Source: an optimization exercise on an open RTL-to-GDS flow (aim: a short achievable clock period and few clock cycles). Production flows keep margins and buffers that such runs may drop.
The RTL was checked by simulation tests, not by an equivalence proof against the original design.
Power and IR drop assume default switching activity.

Design core, start of the top module:
module core(
  input        clk,
  input        rst,
  output [31:0]instr_addr,
  input  [31:0]instr_data,
  output [31:0]ram_raddr,
  input  [31:0]ram_rdata,
  output [31:0]ram_waddr,
  output [31:0]ram_wdata,
  output       ram_we
);
localparam [6:0] OPC_IMM  = 7'b0010011;
localparam [6:0] OPC_REG  = 7'b0110011;
localparam [6:0] OPC_LD   = 7'b0000011;
localparam [6:0] OPC_ST   = 7'b0100011;
localparam [6:0] OPC_BR   = 7'b1100011;
localparam [6:0] OPC_JAL  = 7'b1101111;
localparam [6:0] OPC_JALR = 7'b1100111;
reg  [31:0]pc;
reg        d_v;
reg  [31:0]d_ir;
reg  [31:0]d_pc;
reg  [31:0]d_pred;
reg        d_hit;
reg   [1:0]d_ctr;
reg        e_v;
reg  [31:0]e_a, e_b, e_s;
reg        e_fw1, e_fw2, e_fws;
reg   [7:0]e_op;       
reg        e_alt;
reg   [2:0]e_f3;
reg        e_br, e_jal, e_jalr, e_ld, e_st, e_wen, e_link;
reg   [4:0]e_rd;
reg  [11:0]e_pcl;      
reg  [31:0]e_pc1;      
reg  [31:0]e_tgt;      
reg  [31:0]e_pred;     
reg  [31:0]e_pmi;      
reg        e_hit;
reg   [1:0]e_ctr;
reg        e_call, e_ret;
reg        m_wen, m_ld;
reg   [4:0]m_rd;
reg  [31:0]m_res;
reg  [31:0]m_raddr, m_waddr, m_wdata;
reg        m_we;
  ...
Size: ~8,900 cells after synthesis, roughly 3,100 flip-flops, roughly 200 I/O pins, ~140,000 um2 of cells after synthesis.
export LEC_CHECK = 0
export ABC_CLOCK_PERIOD_IN_PS = 1500
export CAP_MARGIN = 20
export CORE_MARGIN = 2
export CORE_UTILIZATION = 40
export SLEW_MARGIN = 20
create_clock -name core_clock -period 12.0 [get_ports {clk}]
standard.sh (not shown) runs the stock make flow with config.mk's settings and CLKGATE_MAP_FILE= SYNTH_SCRIPT=/design/flow/synth_recipe.tcl, a recipe that flattens the netlist after the stock synthesis.
==> flow/flow/run.sh <==
#!/bin/bash
set -euo pipefail
bash standard.sh SETUP_SLACK_MARGIN=9.5 finish > flow_make.log 2>&1
Testbench counts at the start, summed over its fixed seeds: cycles 314,772.
Next try:
--- a/flow/design.v
+++ b/flow/design.v
@@ -22,13 +22,13 @@
 reg  [31:0]d_pc;
 reg  [31:0]d_pred;
 reg        d_hit;
 reg   [1:0]d_ctr;
 reg        e_v;
 reg  [31:0]e_a, e_b, e_s;
-reg        e_fw1, e_fw2, e_fws;
+reg        e_fw1, e_fw2, e_fws, e_fwsl;
 reg   [7:0]e_op;       
 reg        e_alt;
 reg   [2:0]e_f3;
 reg        e_br, e_jal, e_jalr, e_ld, e_st, e_wen, e_link;
 reg   [4:0]e_rd;
 reg  [11:0]e_pcl;      
@@ -99,18 +99,19 @@
 wire [31:0]rv2  = byp2 ? m_wdat : (d_rs2 == 5'd0) ? 32'd0 : rf[d_rs2];
 wire       d_bimm = d_imm | d_ld | d_st | d_jalr;
 wire [31:0]d_b    = !d_bimm ? rv2 : d_st ? immS : immI;
 wire [31:0]d_pc1  = d_pc + 32'd1;
 wire [31:0]d_tgtJ = d_pc + immJ;
 wire [31:0]d_tgtB = d_pc + immB;
-wire [31:0]d_tgt  = d_jal ? d_tgtJ : d_tgtB;
+wire [31:0]d_tgt  = d_ir[2] ? d_tgtJ : d_tgtB;
 wire e_fwd_ok = e_v && e_wen && !e_ld;
 wire fw1      = e_fwd_ok && (e_rd == d_rs1);
 wire fw2      = e_fwd_ok && (e_rd == d_rs2);
 wire ld_haz = e_v && e_ld && e_wen &&
-              ((d_use1 && (e_rd == d_rs1)) || (d_use2 && (e_rd == d_rs2)));
+              ((d_use1 && (e_rd == d_rs1)) || (d_use2 && !d_st && (e_rd == d_rs2)));
+wire fwsl   = e_v && e_ld && e_wen && (e_rd == d_rs2);
 wire sh_haz = d_brsh && e_v && e_wen && ((e_rd == d_rs1) || (e_rd == d_rs2));
 wire stall  = d_v && (ld_haz || sh_haz);
 wire [31:0]A = e_fw1 ? m_res : e_a;
 wire [31:0]B = e_fw2 ? m_res : e_b;
 wire [31:0]S = e_fws ? m_res : e_s;
 wire [31:0]sum  = A + B;
@@ -208,12 +209,13 @@
   e_a    <= rv1;
   e_b    <= d_b;
   e_s    <= rv2;
   e_fw1  <= fw1;
   e_fw2  <= fw2 && !d_bimm;
   e_fws  <= fw2;
+  e_fwsl <= fwsl;
   e_op   <= (d_imm | d_reg) ? (8'd1 << d_f3) : 8'd1;
   e_alt  <= (d_reg && d_ir[30]) || (d_imm && (d_f3 == 3'b101) && d_ir[30]);
   e_f3   <= d_f3;
   e_br   <= d_br;
   e_jal  <= d_jal;
   e_jalr <= d_jalr;
@@ -234,13 +236,13 @@
   m_ld  <= e_ld;
   m_rd  <= e_rd;
   m_res <= e_res;
   if (e_ld) m_raddr <= sum;
   if (e_st) begin
     m_waddr <= sum;
-    m_wdata <= S;
+    m_wdata <= e_fwsl ? ram_rdata : S;
   end
   if (m_wen) rf[m_rd] <= m_wdat;
   u_taken <= e_take | e_jalr;
   u_hit   <= e_hit;
   u_ctr   <= e_ctr;
   u_ret   <= e_ret;
The changed run passed the timing, DRC and antenna checks.
Total power decreases by a few percent.
Via count increases slightly.
Sequential share of layout area increases by 0.44 points.
Die area increases slightly.
Area after synthesis increases slightly.
Cell count stays flat.
Worst setup slack improves by 0.42 ns.
Testbench counts after the change, summed over its fixed seeds: cycles 313,943.

---

## north
Another version of the RTL of core (not shown whole).
Size: about 3000 flip-flops, ~200 I/O pins, roughly 140000 µm² of cells after synthesis.
clock: 12.0 ns
lec_check: 0
abc_clock_period_in_ps: 1500
cap_margin: 20
core_margin: 2
core_utilization: 40
slew_margin: 20
==> flow/flow/run.sh <==
#!/bin/bash
set -euo pipefail
bash standard.sh SETUP_SLACK_MARGIN=8 finish > flow_make.log 2>&1
north completed end to end with timing, DRC and antenna clean.
Testbench counts of north, summed over its fixed seeds: cycles 313,003.
Input-level comparison between south and north:
--- a/flow/design.v
+++ b/flow/design.v
@@ -48,30 +48,37 @@
 reg  [63:0]bt_v;
 reg   [5:0]bt_tag[0:63];
 reg  [11:0]bt_tgt[0:63];
 reg   [1:0]bt_ctr[0:63];
 reg        bt_ret[0:63];
 reg  [31:0]ras;
 reg        u_upd, u_taken, u_hit, u_ret, u_mis;
 reg   [5:0]u_idx, u_tag;
 reg   [1:0]u_ctr;
 reg  [11:0]u_pred;
 assign instr_addr = pc;
 wire  [5:0]f_idx  = pc[5:0];
-wire       f_hit  = bt_v[f_idx] && (bt_tag[f_idx] == pc[11:6]);
+wire [63:0]f_match;
+genvar gi;
+generate
+  for (gi = 0; gi < 64; gi = gi + 1) begin : g_bt
+    assign f_match[gi] = bt_v[gi] && (bt_tag[gi] == pc[11:6]);
+  end
+endgenerate
+wire       f_hit  = f_match[f_idx];
 wire  [1:0]f_ctr  = bt_ctr[f_idx];
 wire       f_take = f_hit && f_ctr[1];
 wire [31:0]f_inc  = pc + 32'd1;
-wire [31:0]f_pred = !f_take        ? f_inc :
-                    bt_ret[f_idx]  ? ras   : {pc[31:12], bt_tgt[f_idx]};
+wire [31:0]f_tgt  = bt_ret[f_idx] ? ras : {pc[31:12], bt_tgt[f_idx]};
+wire [31:0]f_pred = f_take ? f_tgt : f_inc;
 wire  [6:0]d_opc = d_ir[6:0];
 wire  [2:0]d_f3  = d_ir[14:12];
 wire  [4:0]d_rd  = d_ir[11:7];
 wire  [4:0]d_rs1 = d_ir[19:15];
 wire  [4:0]d_rs2 = d_ir[24:20];
 wire d_imm  = (d_opc == OPC_IMM);
 wire d_reg  = (d_opc == OPC_REG);
 wire d_ld   = (d_opc == OPC_LD);
 wire d_st   = (d_opc == OPC_ST);
 wire d_br   = (d_opc == OPC_BR);
 wire d_jal  = (d_opc == OPC_JAL);
 wire d_jalr = (d_opc == OPC_JALR);
@@ -82,25 +89,27 @@
 wire [31:0]immI = {{20{d_ir[31]}}, d_ir[31:20]};
 wire [31:0]immS = {{20{d_ir[31]}}, d_ir[31:25], d_ir[11:7]};
 wire [31:0]immB = {{20{d_ir[31]}}, d_ir[31], d_ir[31], d_ir[7], d_ir[30:25], d_ir[11:9]};
 wire [31:0]immJ = {{12{d_ir[31]}}, d_ir[31], d_ir[31], d_ir[19:12], d_ir[20], d_ir[30:22]};
 wire [31:0]m_wdat = m_ld ? ram_rdata : m_res;
 wire       byp1 = m_wen && (m_rd == d_rs1);
 wire       byp2 = m_wen && (m_rd == d_rs2);
 wire [31:0]rv1  = byp1 ? m_wdat : (d_rs1 == 5'd0) ? 32'd0 : rf[d_rs1];
 wire [31:0]rv2  = byp2 ? m_wdat : (d_rs2 == 5'd0) ? 32'd0 : rf[d_rs2];
 wire       d_bimm = d_imm | d_ld | d_st | d_jalr;
 wire [31:0]d_b    = !d_bimm ? rv2 : d_st ? immS : immI;
 wire [31:0]d_pc1  = d_pc + 32'd1;
-wire [31:0]d_tgt  = d_pc + (d_jal ? immJ : immB);
+wire [31:0]d_tgtJ = d_pc + immJ;
+wire [31:0]d_tgtB = d_pc + immB;
+wire [31:0]d_tgt  = d_jal ? d_tgtJ : d_tgtB;
 wire e_fwd_ok = e_v && e_wen && !e_ld;
 wire fw1      = e_fwd_ok && (e_rd == d_rs1);
 wire fw2      = e_fwd_ok && (e_rd == d_rs2);
 wire ld_haz = e_v && e_ld && e_wen &&
               ((d_use1 && (e_rd == d_rs1)) || (d_use2 && (e_rd == d_rs2)));
 wire sh_haz = d_brsh && e_v && e_wen && ((e_rd == d_rs1) || (e_rd == d_rs2));
 wire stall  = d_v && (ld_haz || sh_haz);
 wire [31:0]A = e_fw1 ? m_res : e_a;
 wire [31:0]B = e_fw2 ? m_res : e_b;
 wire [31:0]S = e_fws ? m_res : e_s;
 wire [31:0]sum  = A + B;
 wire [32:0]dif  = {1'b0, A} - {1'b0, B};
- Of south and north, it is south that has the lower fraction of the cycle the final worst path needs.
- Against north as the reference, south delivers a higher number of global-route vias before repair.
- south ended up with a higher placed cell count than north did.
- Setup slack in south is larger than in north.
- Relative to north, the worst relative slew slack of south is lower by 0.59 points.
- Changes observed in south relative to north: portion of total power attributed to the clock network shows a reduction of 4.6 points; total number of tap cells shows an increase of 21.
- Taking north as the reference, in south total global routing track utilization increased 0.51 points, proportion of cell area occupied by multi-input gates held.
Testbench counts of south, summed over its fixed seeds: cycles 313,003.

-- what the ideal ports hide --
Ports are ideal in the flow. The routed layouts listed here were re-timed in OpenROAD. Step 1 assumes that a clkbuf_16 drives the clock port and a buf_2 every other input. Step 2 times the ports against the registers' clock, not the clock port: input delays grow and output delays shrink by t, the midpoint of the rising clock arrivals with the driver on. Slacks: ideal ports / drivers / drivers and shift; pairs: ideal ports / drivers.
| run | t (ns) | slack for setup (ns) | hold slack, ns |
|---|---|---|---|
| the first run of note 1 | 1.018 | 7.404 / 7.404 / 7.301 | 0.321 / 0.321 / 0.321 |
| the second run of note 1 | 1.008 | 7.820 / 7.820 / 7.820 | 0.282 / 0.282 / 0.282 |
| north | 1.005 | 7.531 / 7.531 / 7.186 | 0.275 / 0.275 / 0.275 |
| south | 1.014 | 7.662 / 7.662 / 7.031 | 0.317 / 0.317 / 0.317 |
After both steps setup and hold are still met in every run listed. For south, which loses most, drivers alone change the setup slack by 0.000 ns; drivers and shift together by -0.631 ns.
